Source: an optimization exercise on an open RTL-to-GDS flow (aim: small area, a short achievable clock period and few clock cycles). Production flows keep margins and buffers that such runs may drop. Only simulation tests tie the RTL to the original design; equivalence was not proved. No activity file was given, so power comes from the tool's default toggle rates.

==> 10-27: inputs <==
## core_top
module core_top (
    input clk,
    input reset,
    input [31:0] instr_memory_data,
    input [31:0] data_memory_data,
    output [31:0] instr_memory_addr,
    output [31:0] data_memory_addr,
    output [31:0] data_memory_wd,
    output data_memory_we,
    output instr_memory_enable
);
  reg [29:0] f_pc;         
  wire [29:0] f2_pc = f_pc - 30'd1;
  reg        f2_v;
  reg        sq_flag;      
  reg        st_q;         
  reg        en_q;         
  reg [31:0] d_instr;
  reg [29:0] d_pc;
  reg        d_v;
  reg        e_v;
  reg [31:0] e_a, e_b, e_aux;
  reg [2:0]  e_op;
  reg        e_mul, e_load, e_store, e_branch, e_jlrl, e_pred, e_rw;
  reg [2:0]  e_cond;
  reg [1:0]  e_skip;
  reg [4:0]  e_rd;
  reg [31:0] e_addr;       
  reg        e_we;
  reg [9:0]  e_pcn;        
  reg        e_dpcu;       
  reg        m_v, m_rw, m_load, m_mul;
  reg [4:0]  m_rd;
  reg [31:0] m_res;
  reg [31:0] m_mc;         
  assign instr_memory_addr   = {f_pc, 2'b00};
  assign instr_memory_enable = en_q;
  assign data_memory_addr    = e_addr;
  assign data_memory_wd      = e_aux;
  assign data_memory_we      = e_we;
  wire [31:0] m_mulres = m_res + m_mc;
  wire [31:0] m_alures = m_mul ? m_mulres : m_res;
  wire [31:0] m_result = m_load ? data_memory_data : m_alures;
  wire m_fw = m_v & m_rw;               
  wire e_sub = (e_op == 3'd1);
  wire [31:0] e_sum = e_a + (e_sub ? ~e_b : e_b) + {31'd0, e_sub};
  wire [31:0] e_x = e_a ^ e_b;
  wire e_eq = (e_x == 32'd0);
  ...
==> flow/config.mk <==
export PLATFORM = sky130hd
export DESIGN_NAME = core_top
export DESIGN_NICKNAME = core_top
export VERILOG_FILES = /design/flow/design.v
export SDC_FILE = /design/flow/constraint.sdc
export NUM_CORES = 4
export LEC_CHECK = 0
export ABC_AREA = 1
export CAP_MARGIN = 20
export CORE_MARGIN = 2
export CORE_UTILIZATION = 50
export CTS_CLUSTER_DIAMETER = 60
export CTS_CLUSTER_SIZE = 25
export SLEW_MARGIN = 20
export SYNTH_HIERARCHICAL = 1
==> flow/constraint.sdc <==
create_clock -name core_clock -period 22.0 [get_ports {clk}]
set_input_delay 4.4000 -clock core_clock [delete_from_list [all_inputs] [get_ports {clk}]]
set_output_delay 4.4000 -clock core_clock [all_outputs]
set_load 0.01 [all_outputs]
standard.sh (not shown) runs the stock make flow with config.mk's settings and CLKGATE_MAP_FILE= SYNTH_SCRIPT=/design/flow/synth_recipe.tcl, a recipe that flattens the netlist after the stock synthesis.
==> flow/flow/run.sh <==
#!/bin/bash
# Standard ORFS layout (the standard.sh, unchanged synthesis) with two layout knobs:
#  - timing repair aims for 16.3 ns more setup slack than the constraint requires, so that the
#    resizer works on the design's real critical paths instead of stopping at 22 ns;
#  - port buffers use buf_4 instead of the default pick.
# The clock, the constraints and the flow scripts are unchanged.
set -euo pipefail
export SETUP_SLACK_MARGIN=16.3
export BUFFER_PORTS_ARGS="-buffer_cell sky130_fd_sc_hd__buf_4"
bash standard.sh > standard_flow.log 2>&1
==> 04-05 (differences from 10-27) <==
--- a/flow/design.v
+++ b/flow/design.v
@@ -1119,14 +1119,19 @@
       hazard = (use1 & eh1 & elate) | (use2 & eh2 & elate)
              | (use1m & (eh1 | (mv & mload & (mrd == rs1))));
     end
   endfunction
   wire d_hazard = hazard(d_use1, d_use1m, d_use2, d_rs1, d_rs2, e_fw, e_rd, e_load | e_mul, m_fw, m_rd, m_load);
   wire [31:0] vb = m_hit1 ? m_alures : rf_r1;
-  wire [31:0] d_addr;
-  ks_add #(32) u_aadd (.a(vb), .b(d_isC ? immSs : imm16s), .cin(1'b0), .s(d_addr));
+  wire [15:0] d_off = d_isC ? immSs[15:0] : imm16s[15:0];
+  wire [16:0] d_alo;
+  ks_add #(17) u_aadd (.a({1'b0, vb[15:0]}), .b({1'b0, d_off}), .cin(1'b0), .s(d_alo));
+  wire [15:0] vb_hp1 = vb[31:16] + 16'd1;
+  wire [15:0] vb_hm1 = vb[31:16] - 16'd1;
+  wire [15:0] d_ahi = d_off[15] ? (d_alo[16] ? vb[31:16] : vb_hm1) : (d_alo[16] ? vb_hp1 : vb[31:16]);
+  wire [31:0] d_addr = {d_ahi, d_alo[15:0]};
   wire [31:0] imm16s = {{16{d_instr[31]}}, d_instr[31:16]};
   wire [31:0] imm16z = {16'd0, d_instr[31:16]};
   wire [31:0] immSs = {{16{d_instr[31]}}, d_instr[31:21], d_instr[10:6]};
   wire [31:0] imm21s = {{11{d_instr[31]}}, d_instr[31:11]};
   wire [31:0] imm21u = {d_instr[31:11], 11'd0};
   wire [29:0] d_pc4 = d_pc + 30'd1;
Settings changed: ABC_AREA 1 to not set.
==> 04-20 (differences from 10-27) <==
Settings changed: ABC_AREA 1 to not set.
==> comparison <==
- Between 10-27 and 04-20, the lower critical path depth is in 04-20 (gap 20).
- The lowest die area belongs to 10-27, the highest to 04-05.
- The lowest count of clock-buffer cells in the layout belongs to 04-05, the highest to 04-20.
- Design area: 04-05 is higher than 10-27 (about 4%).
- Via count: 04-05 > 10-27 > 04-20.
- Cell count, highest first: 10-27, 04-05, 04-20.
- Total power is about the same in 04-20 and 10-27.
- The lowest clock skew belongs to 10-27, the highest to 04-05.
- The highest fmax belongs to 04-20, the lowest to 04-05.
- 04-05 finished but fails on capacitance limit, slew limit. 04-20 completed with no timing, DRC or antenna violations. 10-27 completed without violations.
- Setup slack: 04-05 is lower than 10-27 (0.028 ns).
- Sequential share of layout area, lowest first: 04-05, 04-20, 10-27.
==> figures <==
Fraction of power consumed by the clock network: 10-27 18.2%; 04-20 18.0%; 04-05 16.4%
Total iterations of the first detailed-routing run: 10-27 8; 04-20 12; 04-05 13
Non-clock buffering overhead: 10-27 5.075%; 04-20 5.789%; 04-05 7.328%
Critical path buffers and inverters: 10-27 5; 04-20 1; 04-05 3
Mean cell area of the mapped netlist: 10-27 8.852 um^2; 04-20 10.52 um^2; 04-05 10.31 um^2
Vias in the first global route: 10-27 75510; 04-20 73680; 04-05 73960
Filler Cell Count: 10-27 14660; 04-20 13850; 04-05 13740
Clock transition time at the flip-flop clock pins of the worst setup and hold paths: 10-27 0.08 ns; 04-20 0.09 ns; 04-05 0.10 ns
Required time of the worst setup path: 10-27 22.69 ns; 04-20 17.60 ns; 04-05 22.72 ns
Post-placement cell count: 10-27 11400; 04-20 9798; 04-05 9987
Signal buffers: 10-27 565; 04-20 611; 04-05 737
Vias per Instance: 10-27 6.843; 04-20 7.758; 04-05 7.754
Min cycle time layout: 10-27 5.922 ns; 04-20 5.787 ns; 04-05 5.950 ns
Source-to-sink clock delay at the later pin of the worst-skew pair: 10-27 0.86 ns; 04-20 0.83 ns; 04-05 0.85 ns
Final setup slack of the worst path: 10-27 16.08 ns; 04-20 16.21 ns; 04-05 16.05 ns
Crit end category: 10-27 flip-flop; 04-20 output port; 04-05 flip-flop
Result of the run: 10-27 timing/DRC/antenna clean; 04-20 timing/DRC/antenna clean; 04-05 finished with violations
Layout check failures: 10-27 -; 04-20 -; 04-05 capacitance limit, slew limit
Number of multi-input combinational cells: 10-27 6284; 04-20 5574; 04-05 5728
Seq/Total Area, Yosys: 10-27 45.40%; 04-20 45.00%; 04-05 44.94%
Wirelength, routed: 10-27 422.6 mm; 04-20 440.7 mm; 04-05 446.8 mm
Maximum number of pins on one net before global-route repair: 10-27 70; 04-20 81; 04-05 73
Clock buf count: 10-27 114; 04-20 117; 04-05 108
Cell Int Power: 10-27 6626 uW; 04-20 6757 uW; 04-05 6842 uW
Testbench counts of 10-27, summed over its fixed seeds: cycles 45,573.
Testbench counts of 04-05, summed over its fixed seeds: cycles 45,573.
Testbench counts of 04-20, summed over its fixed seeds: cycles 45,573.

re-timing with driven ports:
No port has a modelled driver above. Below, the same layouts with a new extraction and two added sets of constraints. Step 1 (the two cells are an assumption about what drives the block):
set clk [get_ports {clk}]
set_driving_cell -lib_cell sky130_fd_sc_hd__clkbuf_16 $clk
set_driving_cell -lib_cell sky130_fd_sc_hd__buf_2 [delete_from_list [all_inputs] $clk]
Step 2, shift: input delay + t, output delay - t, t = (earliest + latest rising clock arrival at the registers) / 2. This alone moves slack from input paths to output paths. a / b / c = ideal ports / drivers / drivers and shift; a / b = the first two.
run	t, ns	setup WS [ns]	worst setup path after step 2	worst slew at a driven data input, ns
10-27	0.907	16.078 / 16.078 / 15.266	input to register	0.09
04-05	0.886	16.050 / 16.050 / 15.362	input to register	0.12
04-20	0.871	16.213 / 16.128 / 15.437	input to register	0.27
For 10-27, which loses most, drivers alone change the setup slack by 0.000 ns; drivers and shift together by -0.812 ns.
